Background: an optimization exercise with open tools, aiming at small area, a short achievable clock period and few clock cycles per item. Do not read the settings as production practice. Function not checked in this run: the RTL went through the layout flow alone.

--- flow/run.sh ---
#!/bin/bash
# The standard layout, with plain buf_1 cells as the port buffers instead of the
# delay buffers buffer_ports picks by default. Every port still gets its buffer.
set -euo pipefail
bash standard.sh "BUFFER_PORTS_ARGS=-buffer_cell sky130_fd_sc_hd__buf_1" finish > standard_flow.log 2>&1
--- constraint.sdc ---
create_clock -name core_clock -period 10.0 [get_ports {clk}]
set_input_delay 2.0000 -clock core_clock [delete_from_list [all_inputs] [get_ports {clk}]]
set_output_delay 2.0000 -clock core_clock [all_outputs]
set_load 0.01 [all_outputs]
--- config.mk ---
export PLATFORM = sky130hd
export DESIGN_NAME = fbindct_8bit
export DESIGN_NICKNAME = fbindct_8bit
export VERILOG_FILES = /design/flow/design.v
export SDC_FILE = /design/flow/constraint.sdc
export NUM_CORES = 4
export LEC_CHECK = 0
export CAP_MARGIN = 20
export CORE_MARGIN = 2
export CORE_UTILIZATION = 40
export SLEW_MARGIN = 20
export SYNTH_HIERARCHICAL = 1
--- standard.sh ---
#!/bin/bash
# synth_recipe.tcl (not shown) runs the flow's synth.tcl, then flattens the netlist and writes it again
# the make line also repeats each setting of config.mk as NAME=value (left out here)
make -C /OpenROAD-flow-scripts/flow DESIGN_CONFIG=/design/flow/config.mk WORK_HOME=/design/flow/orfs CLKGATE_MAP_FILE= SYNTH_SCRIPT=/design/flow/synth_recipe.tcl "${@:-finish}"
--- design.v ---
`timescale 1ns / 1ps
module fbindct_8bit #(
  parameter IN_WIDTH = 8,
  parameter INT_BITS = 6,
  parameter FRAC_BITS = 6,
  parameter INTER_WIDTH = IN_WIDTH + INT_BITS + FRAC_BITS,
  parameter OUT_WIDTH = 20
)(
  input                                        clk,
  input                                        rst,
  input signed [8*IN_WIDTH-1:0]                x_in,
  input                                        ready_in,
  input                                        load,
  output                                       valid_out,
  output signed [8*OUT_WIDTH-1:0]              y_out
);
  wire signed [7:0] x0 = x_in[ 7: 0];
  wire signed [7:0] x1 = x_in[15: 8];
  wire signed [7:0] x2 = x_in[23:16];
  wire signed [7:0] x3 = x_in[31:24];
  wire signed [7:0] x4 = x_in[39:32];
  wire signed [7:0] x5 = x_in[47:40];
  wire signed [7:0] x6 = x_in[55:48];
  wire signed [7:0] x7 = x_in[63:56];
  reg vld;
  always @(posedge clk) begin
    if (rst)
      vld <= 1'b0;
    else if (load)
      vld <= 1'b1;
    else if (ready_in)
      vld <= 1'b0;
  end
  assign valid_out = vld;
  wire signed [8:0] n0 = x0 + x7, n1 = x1 + x6, n2 = x2 + x5, n3 = x3 + x4;
  wire signed [8:0] n4 = x3 - x4, n5 = x2 - x5, n6 = x1 - x6, n7 = x0 - x7;
  wire signed [9:0] nt0 = n0 + n3, nt1 = n1 + n2, nc3 = n0 - n3, nc2 = n1 - n2;
  wire signed [9:0] np = n4 + n5, nz = n4 - n5;
  wire signed [12:0] nu = (n5 <<< 1) + n5 + (n6 <<< 3);
  reg [9:0] t0, t1, p;
  reg [9:1] c3h, c2h, zh;
  reg [12:0] u;
  reg [8:0] s7;
  always @(posedge clk) begin
    if (load) begin
      t0 <= nt0; t1 <= nt1; c3h <= nc3[9:1]; c2h <= nc2[9:1];
      p <= np; zh <= nz[9:1]; u <= nu; s7 <= n7;
    end
  end
  wire [9:0] c3 = {c3h, t0[0]}, c2 = {c2h, t1[0]}, z = {zh, p[0]};
  wire signed [10:0] e0 = + $signed(t0) + $signed(t1);
  wire signed [10:0] e4 = + $signed(t0) - $signed(t1);
  wire w1 = 1'b1 ^ c2[6];
  wire w2 = 1'b1 & c2[6];
  wire w3 = 1'b1 ^ ~c3[0];
  wire w4 = 1'b1 & ~c3[0];
  wire w5 = ~c3[1] ^ ~c3[2];
  wire w6 = ~c3[1] & ~c3[2];
  wire w7s, w7c;
  fbd_fa u7 (.a(~c2[0]), .b(c3[2]), .c(c3[3]), .s(w7s), .co(w7c));
  wire w8s, w8c;
  fbd_fa u8 (.a(~c2[1]), .b(c3[3]), .c(c3[4]), .s(w8s), .co(w8c));
  wire w9s, w9c;
  fbd_fa u9 (.a(~c2[2]), .b(c3[4]), .c(c3[5]), .s(w9s), .co(w9c));
  wire w10s, w10c;
  fbd_fa u10 (.a(~c2[3]), .b(c3[5]), .c(c3[6]), .s(w10s), .co(w10c));
  wire w11s, w11c;
  fbd_fa u11 (.a(~c2[4]), .b(c3[6]), .c(c3[7]), .s(w11s), .co(w11c));
  wire w12s, w12c;
  fbd_fa u12 (.a(~c2[5]), .b(c3[7]), .c(c3[8]), .s(w12s), .co(w12c));
  wire w13s, w13c;
  fbd_fa u13 (.a(~c3[8]), .b(c3[9]), .c(w1), .s(w13s), .co(w13c));
  wire w14s, w14c;
  fbd_fa u14 (.a(c2[7]), .b(c3[9]), .c(w2), .s(w14s), .co(w14c));
  wire w15 = 1'b1 ^ c2[8];
  wire w16 = 1'b1 & c2[8];
  wire [13:0] e6_a = {1'b1, w16, w14c, w13c, ~w12c, ~w11c, ~w10c, ~w9c, ~w8c, ~w7c, w6, w4, w3, 1'b1};
  wire [13:0] e6_b = {1'b0, ~c2[9], w15, w14s, w13s, ~w12s, ~w11s, ~w10s, ~w9s, ~w8s, ~w7s, w5, ~c3[1], ~c3[0]};
  wire [13:0] e6 = e6_a + e6_b;
  wire w17 = c3[0] ^ ~c3[3];
  wire w18 = c3[0] & ~c3[3];
  wire w19s, w19c;
  fbd_fa u19 (.a(c3[1]), .b(c2[3]), .c(c2[4]), .s(w19s), .co(w19c));
  wire w20s, w20c;
  fbd_fa u20 (.a(c3[2]), .b(c2[4]), .c(c2[5]), .s(w20s), .co(w20c));
  wire w21 = 1'b1 ^ c3[3] ^ ~c3[6];
  wire w22 = (1'b1 & c3[3]) | (1'b1 & ~c3[6]) | (c3[3] & ~c3[6]);
  wire w23 = c3[9] ^ c2[5];
  wire w24 = c3[9] & c2[5];
  wire w25 = 1'b1 ^ c3[4] ^ ~c3[7];
  wire w26 = (1'b1 & c3[4]) | (1'b1 & ~c3[7]) | (c3[4] & ~c3[7]);
  wire w27 = c2[6] ^ c2[7];
  wire w28 = c2[6] & c2[7];
  wire w29 = 1'b1 ^ c3[5] ^ ~c3[8];
  wire w30 = (1'b1 & c3[5]) | (1'b1 & ~c3[8]) | (c3[5] & ~c3[8]);
  wire w31 = c2[7] ^ c2[8];
  wire w32 = c2[7] & c2[8];
  wire w33 = 1'b1 ^ c3[6] ^ c3[9];
  wire w34 = (1'b1 & c3[6]) | (1'b1 & c3[9]) | (c3[6] & c3[9]);
  wire w35 = c2[8] ^ ~c2[9];
  wire w36 = c2[8] & ~c2[9];
  wire w37 = 1'b1 ^ c3[7];
  wire w38 = 1'b1 & c3[7];
  wire w39 = 1'b1 ^ ~c3[0];
  wire w40 = 1'b1 & ~c3[0];
  wire w41s, w41c;
  fbd_fa u41 (.a(c3[1]), .b(c3[4]), .c(~c2[0]), .s(w41s), .co(w41c));
  wire w42s, w42c;
  fbd_fa u42 (.a(c3[2]), .b(c3[5]), .c(~c2[1]), .s(w42s), .co(w42c));
  wire w43s, w43c;
  fbd_fa u43 (.a(~c3[6]), .b(c2[2]), .c(c2[3]), .s(w43s), .co(w43c));
  wire w44s, w44c;
  fbd_fa u44 (.a(c3[4]), .b(c3[7]), .c(~w18), .s(w44s), .co(w44c));
  wire w45s, w45c;
  fbd_fa u45 (.a(c3[5]), .b(c3[8]), .c(~w19c), .s(w45s), .co(w45c));
  wire w46s, w46c;
  fbd_fa u46 (.a(c2[6]), .b(w23), .c(w20c), .s(w46s), .co(w46c));
  wire w47s, w47c;
  fbd_fa u47 (.a(w24), .b(w27), .c(w22), .s(w47s), .co(w47c));
  wire w48s, w48c;
  fbd_fa u48 (.a(w28), .b(w31), .c(w26), .s(w48s), .co(w48c));
  wire w49s, w49c;
  fbd_fa u49 (.a(w32), .b(w35), .c(w33), .s(w49s), .co(w49c));
  wire w50s, w50c;
  fbd_fa u50 (.a(~c2[9]), .b(w36), .c(w37), .s(w50s), .co(w50c));
  wire w51 = ~c3[3] ^ c2[0];
  wire w52 = ~c3[3] & c2[0];
  wire w53s, w53c;
  fbd_fa u53 (.a(c2[1]), .b(w40), .c(~w41s), .s(w53s), .co(w53c));
  wire w54s, w54c;
  fbd_fa u54 (.a(~c2[2]), .b(w41c), .c(w42s), .s(w54s), .co(w54c));
  wire w55s, w55c;
  fbd_fa u55 (.a(w17), .b(~w42c), .c(w43s), .s(w55s), .co(w55c));
  wire w56s, w56c;
  fbd_fa u56 (.a(w19s), .b(w43c), .c(~w44s), .s(w56s), .co(w56c));
  wire w57s, w57c;
  fbd_fa u57 (.a(~w20s), .b(w44c), .c(w45s), .s(w57s), .co(w57c));
  wire w58s, w58c;
  fbd_fa u58 (.a(w21), .b(w46s), .c(~w45c), .s(w58s), .co(w58c));
  wire w59s, w59c;
  fbd_fa u59 (.a(w25), .b(w46c), .c(w47s), .s(w59s), .co(w59c));
  wire w60s, w60c;
  fbd_fa u60 (.a(w29), .b(w47c), .c(w48s), .s(w60s), .co(w60c));
  wire w61s, w61c;
  fbd_fa u61 (.a(w30), .b(w48c), .c(w49s), .s(w61s), .co(w61c));
  wire w62s, w62c;
  fbd_fa u62 (.a(w34), .b(w50s), .c(w49c), .s(w62s), .co(w62c));
  wire w63s, w63c;
  fbd_fa u63 (.a(c3[8]), .b(w38), .c(w50c), .s(w63s), .co(w63c));
  wire [16:0] e2_a = {1'b1, w63c, w62c, w61c, w60c, w59c, w58c, ~w57c, w56c, w55c, ~w54c, w53c, w52, w51, ~c3[2], ~c3[1], 1'b1};
  wire [16:0] e2_b = {1'b0, ~c3[9], w63s, w62s, w61s, w60s, w59s, w58s, ~w57s, w56s, w55s, ~w54s, w53s, w39, 1'b0, 1'b0, ~c3[0]};
  wire [16:0] e2 = e2_a + e2_b;
  wire signed [13:0] o1 = + $signed(u) + ($signed(s7) <<< 3);
  wire w64 = 1'b1 ^ z[5];
  wire w65 = 1'b1 & z[5];
  wire w66 = 1'b1 ^ z[6];
  wire w67 = 1'b1 & z[6];
  wire w68 = 1'b1 ^ z[7];
  wire w69 = 1'b1 & z[7];
  wire w70 = 1'b1 ^ u[1];
  wire w71 = 1'b1 & u[1];
  wire w72 = u[2] ^ ~s7[1];
  wire w73 = u[2] & ~s7[1];
  wire w74 = u[3] ^ ~s7[2];
  wire w75 = u[3] & ~s7[2];
  wire w76s, w76c;
  fbd_fa u76 (.a(z[0]), .b(u[4]), .c(~s7[3]), .s(w76s), .co(w76c));
  wire w77s, w77c;
  fbd_fa u77 (.a(z[1]), .b(u[5]), .c(~s7[4]), .s(w77s), .co(w77c));
  wire w78s, w78c;
  fbd_fa u78 (.a(z[2]), .b(u[6]), .c(~s7[5]), .s(w78s), .co(w78c));
  wire w79s, w79c;
  fbd_fa u79 (.a(z[3]), .b(u[7]), .c(~s7[6]), .s(w79s), .co(w79c));
  wire w80s, w80c;
  fbd_fa u80 (.a(z[4]), .b(u[8]), .c(~s7[7]), .s(w80s), .co(w80c));
  wire w81s, w81c;
  fbd_fa u81 (.a(u[9]), .b(s7[8]), .c(w64), .s(w81s), .co(w81c));
  wire w82s, w82c;
  fbd_fa u82 (.a(u[10]), .b(w65), .c(w66), .s(w82s), .co(w82c));
  wire w83s, w83c;
  fbd_fa u83 (.a(u[11]), .b(w67), .c(w68), .s(w83s), .co(w83c));
  wire w84s, w84c;
  fbd_fa u84 (.a(z[8]), .b(~u[12]), .c(w69), .s(w84s), .co(w84c));
  wire [14:0] o7_a = {1'b1, w84c, w83c, w82c, w81c, w80c, w79c, w78c, w77c, w76c, w75, w73, w71, w70, u[0]};
  wire [14:0] o7_b = {1'b0, ~z[9], w84s, w83s, w82s, w81s, w80s, w79s, w78s, w77s, w76s, w74, w72, ~s7[0], 1'b0};
  wire [14:0] o7 = o7_a + o7_b;
  wire w85 = p[0] ^ ~u[3];
  wire w86 = p[0] & ~u[3];
  wire w87s, w87c;
  fbd_fa u87 (.a(~p[1]), .b(u[4]), .c(u[5]), .s(w87s), .co(w87c));
  wire w88s, w88c;
  fbd_fa u88 (.a(~p[2]), .b(u[5]), .c(u[6]), .s(w88s), .co(w88c));
  wire w89s, w89c;
  fbd_fa u89 (.a(~p[3]), .b(u[6]), .c(u[7]), .s(w89s), .co(w89c));
  wire w90s, w90c;
  fbd_fa u90 (.a(~p[4]), .b(u[7]), .c(u[8]), .s(w90s), .co(w90c));
  wire w91 = 1'b1 ^ p[5] ^ ~u[8];
  wire w92 = (1'b1 & p[5]) | (1'b1 & ~u[8]) | (p[5] & ~u[8]);
  wire w93 = ~u[9] ^ s7[5];
  wire w94 = ~u[9] & s7[5];
  wire w95 = 1'b1 ^ p[6] ^ ~u[9];
  wire w96 = (1'b1 & p[6]) | (1'b1 & ~u[9]) | (p[6] & ~u[9]);
  wire w97 = ~u[10] ^ s7[6];
  wire w98 = ~u[10] & s7[6];
  wire w99 = 1'b1 ^ p[7] ^ ~u[10];
  wire w100 = (1'b1 & p[7]) | (1'b1 & ~u[10]) | (p[7] & ~u[10]);
  wire w101 = ~u[11] ^ s7[7];
  wire w102 = ~u[11] & s7[7];
  wire w103 = 1'b1 ^ p[8] ^ ~u[11];
  wire w104 = (1'b1 & p[8]) | (1'b1 & ~u[11]) | (p[8] & ~u[11]);
  wire w105 = u[12] ^ ~s7[8];
  wire w106 = u[12] & ~s7[8];
  wire w107 = 1'b1 ^ ~u[1];
  wire w108 = 1'b1 & ~u[1];
  wire w109 = ~u[2] ^ ~u[3];
  wire w110 = ~u[2] & ~u[3];
  wire w111s, w111c;
  fbd_fa u111 (.a(u[4]), .b(~s7[0]), .c(s7[3]), .s(w111s), .co(w111c));
  wire w112s, w112c;
  fbd_fa u112 (.a(s7[1]), .b(~s7[4]), .c(w86), .s(w112s), .co(w112c));
  wire w113s, w113c;
  fbd_fa u113 (.a(~s7[2]), .b(s7[5]), .c(w87c), .s(w113s), .co(w113c));
  wire w114s, w114c;
  fbd_fa u114 (.a(~s7[3]), .b(s7[6]), .c(w88c), .s(w114s), .co(w114c));
  wire w115s, w115c;
  fbd_fa u115 (.a(~s7[4]), .b(s7[7]), .c(w89c), .s(w115s), .co(w115c));
  wire w116s, w116c;
  fbd_fa u116 (.a(s7[8]), .b(w93), .c(w91), .s(w116s), .co(w116c));
  wire w117s, w117c;
  fbd_fa u117 (.a(w94), .b(w97), .c(w92), .s(w117s), .co(w117c));
  wire w118s, w118c;
  fbd_fa u118 (.a(w98), .b(w101), .c(w96), .s(w118s), .co(w118c));
  wire w119s, w119c;
  fbd_fa u119 (.a(w102), .b(w105), .c(w100), .s(w119s), .co(w119c));
  wire w120s, w120c;
  fbd_fa u120 (.a(~p[9]), .b(u[12]), .c(w106), .s(w120s), .co(w120c));
  wire w121 = ~u[0] ^ ~u[1];
  wire w122 = ~u[0] & ~u[1];
  wire w123s, w123c;
  fbd_fa u123 (.a(u[2]), .b(s7[1]), .c(~w107), .s(w123s), .co(w123c));
  wire w124s, w124c;
  fbd_fa u124 (.a(~s7[2]), .b(w108), .c(w109), .s(w124s), .co(w124c));
  wire w125s, w125c;
  fbd_fa u125 (.a(w110), .b(w85), .c(~w111s), .s(w125s), .co(w125c));
  wire w126s, w126c;
  fbd_fa u126 (.a(w111c), .b(w87s), .c(~w112s), .s(w126s), .co(w126c));
  wire w127s, w127c;
  fbd_fa u127 (.a(w88s), .b(~w112c), .c(w113s), .s(w127s), .co(w127c));
  wire w128s, w128c;
  fbd_fa u128 (.a(w89s), .b(w113c), .c(w114s), .s(w128s), .co(w128c));
  wire w129s, w129c;
  fbd_fa u129 (.a(w90s), .b(w114c), .c(w115s), .s(w129s), .co(w129c));
  wire w130s, w130c;
  fbd_fa u130 (.a(w90c), .b(w115c), .c(~w116s), .s(w130s), .co(w130c));
  wire w131s, w131c;
  fbd_fa u131 (.a(w95), .b(w116c), .c(w117s), .s(w131s), .co(w131c));
  wire w132s, w132c;
  fbd_fa u132 (.a(w99), .b(w117c), .c(w118s), .s(w132s), .co(w132c));
  wire w133s, w133c;
  fbd_fa u133 (.a(w103), .b(w118c), .c(w119s), .s(w133s), .co(w133c));
  wire w134s, w134c;
  fbd_fa u134 (.a(w104), .b(w120s), .c(w119c), .s(w134s), .co(w134c));
  wire [14:0] o5_a = {w134c, w133c, w132c, w131c, ~w130c, ~w129c, ~w128c, ~w127c, ~w126c, w125c, w124c, ~w123c, w122, w121, 1'b1};
  wire [14:0] o5_b = {w120c, w134s, w133s, w132s, w131s, ~w130s, ~w129s, ~w128s, ~w127s, ~w126s, w125s, w124s, ~w123s, ~s7[0], ~u[0]};
  wire [14:0] o5 = o5_a + o5_b;
  wire w135 = 1'b1 ^ ~p[0];
  wire w136 = 1'b1 & ~p[0];
  wire w137 = ~p[1] ^ ~u[5];
  wire w138 = ~p[1] & ~u[5];
  wire w139 = ~p[2] ^ ~u[6];
  wire w140 = ~p[2] & ~u[6];
  wire w141 = ~p[3] ^ ~u[7];
  wire w142 = ~p[3] & ~u[7];
  wire w143 = ~p[4] ^ ~u[8];
  wire w144 = ~p[4] & ~u[8];
  wire w145 = 1'b0 ^ p[5] ^ u[9];
  wire w146 = (1'b0 & p[5]) | (1'b0 & u[9]) | (p[5] & u[9]);
  wire w147 = 1'b1 ^ ~p[6];
  wire w148 = 1'b1 & ~p[6];
  wire w149 = 1'b1 ^ ~p[7];
  wire w150 = 1'b1 & ~p[7];
  wire w151 = 1'b1 ^ ~p[8];
  wire w152 = 1'b1 & ~p[8];
  wire w153 = ~u[4] ^ s7[0];
  wire w154 = ~u[4] & s7[0];
  wire w155s, w155c;
  fbd_fa u155 (.a(s7[1]), .b(s7[4]), .c(w136), .s(w155s), .co(w155c));
  wire w156s, w156c;
  fbd_fa u156 (.a(s7[2]), .b(s7[5]), .c(w138), .s(w156s), .co(w156c));
  wire w157s, w157c;
  fbd_fa u157 (.a(s7[3]), .b(s7[6]), .c(w140), .s(w157s), .co(w157c));
  wire w158s, w158c;
  fbd_fa u158 (.a(s7[4]), .b(s7[7]), .c(w142), .s(w158s), .co(w158c));
  wire w159s, w159c;
  fbd_fa u159 (.a(s7[5]), .b(~s7[8]), .c(w144), .s(w159s), .co(w159c));
  wire w160s, w160c;
  fbd_fa u160 (.a(~u[10]), .b(s7[6]), .c(w147), .s(w160s), .co(w160c));
  wire w161s, w161c;
  fbd_fa u161 (.a(~u[11]), .b(s7[7]), .c(w148), .s(w161s), .co(w161c));
  wire w162s, w162c;
  fbd_fa u162 (.a(u[12]), .b(w150), .c(w151), .s(w162s), .co(w162c));
  wire w163 = 1'b1 ^ p[9];
  wire w164 = 1'b1 & p[9];
  wire w165 = s7[3] ^ w153;
  wire w166 = s7[3] & w153;
  wire w167s, w167c;
  fbd_fa u167 (.a(w154), .b(w137), .c(w155s), .s(w167s), .co(w167c));
  wire w168s, w168c;
  fbd_fa u168 (.a(w139), .b(w155c), .c(w156s), .s(w168s), .co(w168c));
  wire w169s, w169c;
  fbd_fa u169 (.a(w141), .b(w156c), .c(w157s), .s(w169s), .co(w169c));
  wire w170s, w170c;
  fbd_fa u170 (.a(w143), .b(w157c), .c(w158s), .s(w170s), .co(w170c));
  wire w171s, w171c;
  fbd_fa u171 (.a(~w145), .b(w158c), .c(w159s), .s(w171s), .co(w171c));
  wire w172s, w172c;
  fbd_fa u172 (.a(~w146), .b(w159c), .c(w160s), .s(w172s), .co(w172c));
  wire w173s, w173c;
  fbd_fa u173 (.a(w149), .b(w160c), .c(w161s), .s(w173s), .co(w173c));
  wire w174s, w174c;
  fbd_fa u174 (.a(~s7[8]), .b(w161c), .c(w162s), .s(w174s), .co(w174c));
  wire w175s, w175c;
  fbd_fa u175 (.a(w152), .b(w163), .c(w162c), .s(w175s), .co(w175c));
  wire [14:0] o3_a = {w175c, w174c, w173c, w172c, w171c, w170c, w169c, w168c, w167c, w166, w165, ~u[3], ~u[2], ~u[1], 1'b1};
  wire [14:0] o3_b = {w164, w175s, w174s, w173s, w172s, w171s, w170s, w169s, w168s, w167s, w135, s7[2], s7[1], s7[0], ~u[0]};
  wire [14:0] o3 = o3_a + o3_b;
  assign y_out[19:0] = {{3{e0[10]}}, e0, 6'b0};
  assign y_out[39:20] = {{3{o1[13]}}, o1, 3'b0};
  assign y_out[59:40] = {{3{e2[16]}}, e2};
  assign y_out[79:60] = {{4{o3[14]}}, o3, 1'b0};
  assign y_out[99:80] = {{4{e4[10]}}, e4, 5'b0};
  assign y_out[119:100] = {{3{o5[14]}}, o5, 2'b0};
  assign y_out[139:120] = {{3{e6[13]}}, e6, 3'b0};
  assign y_out[159:140] = {{3{o7[14]}}, o7, 2'b0};
endmodule
module fbd_fa (
  input  a,
  input  b,
  input  c,
  output s,
  output co
);
  assign s  = a ^ b ^ c;
  assign co = (a & b) | (a & c) | (b & c);
endmodule
==> run notes <==
## Yosys stat by module, one instance, submodules excluded
module        cells inside  times used  cell area (um2)  flip-flops and latches
fbindct_8bit          1536           1            13000                      80
fbd_fa                   1          83             20.0                       0
## Yosys cell counts (all sizes together), types with 6 or more instances
cell type / count / area, um2
nand4: 6 / 37.5
ha: 256 / 3200
nand3: 17 / 85.1
a21boi: 8 / 60.1
buf: 65 / 468
o31ai: 17 / 128
inv: 288 / 1080
o21bai: 32 / 240
a21o: 50 / 384
a22o: 7 / 61.3
xor2: 44 / 385
nand2: 57 / 214
clkbuf: 11 / 41.3
nand2b: 19 / 119
edfxtp: 79 / 2370
nor2b: 26 / 163
nor2: 71 / 267
fa: 107 / 2140
mux2i: 7 / 70.1
xnor2: 121 / 1060
a21oi: 120 / 601
o211ai: 8 / 60.1
a31o: 6 / 52.6
o21a: 16 / 120
o21ai: 52 / 260
nor3: 30 / 155
and3: 9 / 57.6
## critical path, stage by stage (launching register included)
cell      delay (ps)
edfxtp_1         560
fa_1             490
fa_1             530
fa_1             430
ha_1             360
a21o_1           180
a21o_1           170
or4_1            390
a21oi_1          220
o31ai_1          110
a21oi_1          250
buf_1            190
## layout make-up
| type | instances | area (um2) | share of cell area, % |
|---|---|---|---|
| Antenna cell | 1 | 2.50 | 0.0158 |
| Clock buffer | 11 | 233 | 1.47 |
| Clock inverter | 5 | 56.3 | 0.355 |
| Inverter | 288 | 1080 | 6.81 |
| Multi-Input combinational cell | 1196 | 10700 | 67.7 |
| Sequential cell | 80 | 2390 | 15.1 |
| Tap cell | 468 | 586 | 3.69 |
| Timing Repair Buffer | 207 | 785 | 4.94 |
## sequential cells by signal, indices dropped and copies added (netlist names)
signal / flops
vld: 1
t1: 10
s7: 9
u: 13
t0: 10
p: 10
c3h: 9
zh: 9
c2h: 9
## worst paths after layout
check                                  to  slack, ps  cells past startpoint
worst max-delay path            y_out[57]       3780                     11
worst min-delay path                  vld        500                      2
worst max register to register        vld       9410                      2
worst min register to register        vld        500                      2
## logic make-up (layout without fill, tap and decap cells)
kind of cell | count (synthesis) | after routing | share of synthesized area [%]
xor gates and xnor gates | 165 | 165 | 9.87
adders and majority gates | 363 | 363 | 36.5
and+or+nand+nor | 277 | 277 | 9.62
AOI/OAI and AO/OA | 362 | 362 | 16.3
other | 1 | 23 | 0.0256
DFF | 80 | 80 | 16.3
muxes | 7 | 7 | 0.478
buffers and inverters | 364 | 511 | 10.9
## metrics by stage
step	hold slack, ps	utilization (%)	std cells	instance area [um2]
6_report	500	43.7	2256	15900
5_1_grt	571	43.7	2255	15900
3_3_place_gp	470	42.9	2239	15600
3_5_place_dp	492	42.9	2239	15600
4_1_cts	507	43.7	2255	15900
2_1_floorplan	521	-	1640	14700
## routing by layer
layer	GRT usage, %	vias to the layer above	routed length [um]
li1	-	5692	-
met1	26.3	5337	17200
met2	32.0	195	16800
met3	2.35	20	1120
met4	3.11	0	399
met5	0	-	0
==> results_dict.tcl <==
set metrics [dict create \
    fp.dieW_um 195 \
    synthCells 1619 \
    postCtsSetupBuffers 0 \
    max_cap_violations 0 \
    crit_path_max_fanout 7 \
    nFillCells 3642 \
    ys_seq_area_share_pct 16.3 \
    status "finished clean" \
    layout_commonest_cell "inv_1" \
    rsz0062_at_grt "no" \
    area_growth_pct 8.41 \
    viasPerCell 4.98 \
    critPathArrivalTime_ps 4220 \
    root_buffer "clkbuf_16" \
    overflow 0 \
    hp-class "reg -> reg" \
    die_area_um2 38200 \
    grt_pass1_vias 11300 \
    num_rows 70 \
    synth-main-ff-cell "edfxtp_1" \
    drt_iter0_drc 609 \
    fp.dieH_um 195 \
    slew_violations 0 \
    drt-total-wl_mm 35.5 \
    crit_type "reg -> out" \
    tightestPinTransition_ps 982 \
    coreArea_um2 36300 \
    finalNetCount 2213 \
    synth_cell_types 74 \
    cts_resized 0 \
    worst_slack_ps 3780 \
    min_from "vld" \
    start_util_pct 40.3 \
    grt_max_degree 73 \
    clock_path_buffers 2 \
    post_drt_wl_per_cell_um 15.7 \
    finalSetupViolCount 0 \
    ys_warn_count 7 \
    endpoint_kind "primary output" \
    reg2reg_from "vld" \
    track_usage_pct 18.9 \
    layout-drive-gt1-share_pct 2.24 \
    numCtsBuffers 9 \
    synth_edf_count 79 \
    portBuffers 206 \
    dr.pass1.iters 5 \
    tns_ps 0 \
    postRouteAntennaNets 0 \
    finalWeightedCongestion 0.898 \
    place_hpwl_mm 30.7 \
    max_freq_ghz 0.161 \
    netlist_area_um2 14600 \
    grt_first_pass_wirelength_mm 57.5 \
    fin_skew_ps 0 \
    htreeDepth 3 \
    cp.required_ps 8000 \
    slew_headroom_pct 34.5 \
    hold_violations 0 \
    critPathLaunch "c3h[2]" \
    antenna_found_initial 1 \
    hold_buffers 0 \
    drc 0 \
    cts_sinks 80 \
    period_share_pct 62.2 \
    cts_tree "done" \
    clkSlewWorstSetupHoldPaths_ps 70 \
    crit_path_start_kind "flip-flop" \
    io_pins 229 \
    layout_common_cells "inv_1 (288), ha_1 (256), buf_1 (205)" \
    num_vias 11200 \
    synth-seq-cells 80 \
    timing.final.crit_period_ps 6220 \
    synth.avg_cell_area_um2 9.05 \
    ys_async_sr_fraction_pct 0 \
    place_ws_ps 4040 \
    clock_latency_ps 340 \
]

[separate check: timing with driven ports]
No port has a modelled driver above. Below, the same layout with a new extraction and two added sets of constraints. Step 1 sets driving cells, clkbuf_16 on the clock port and buf_2 on the other inputs (assumed; they add their load-dependent delay and slew). Step 2 moves the port delays by t, midway between the first and last clock arrival at a register: inputs arrive t later, outputs are due t later. That takes back most of the time a late clock gives input paths. a / b / c = ideal / step 1 / step 2; a / b = the first two.
shift t [ns]: 0.393
setup WS [ns]: 3.776 / 3.728 / 3.998
worst data-port slew with drivers (ns): 0.09
After both steps setup and hold are still met in this run. For this run, drivers alone change the setup slack by -0.048 ns; drivers and shift together by +0.222 ns.
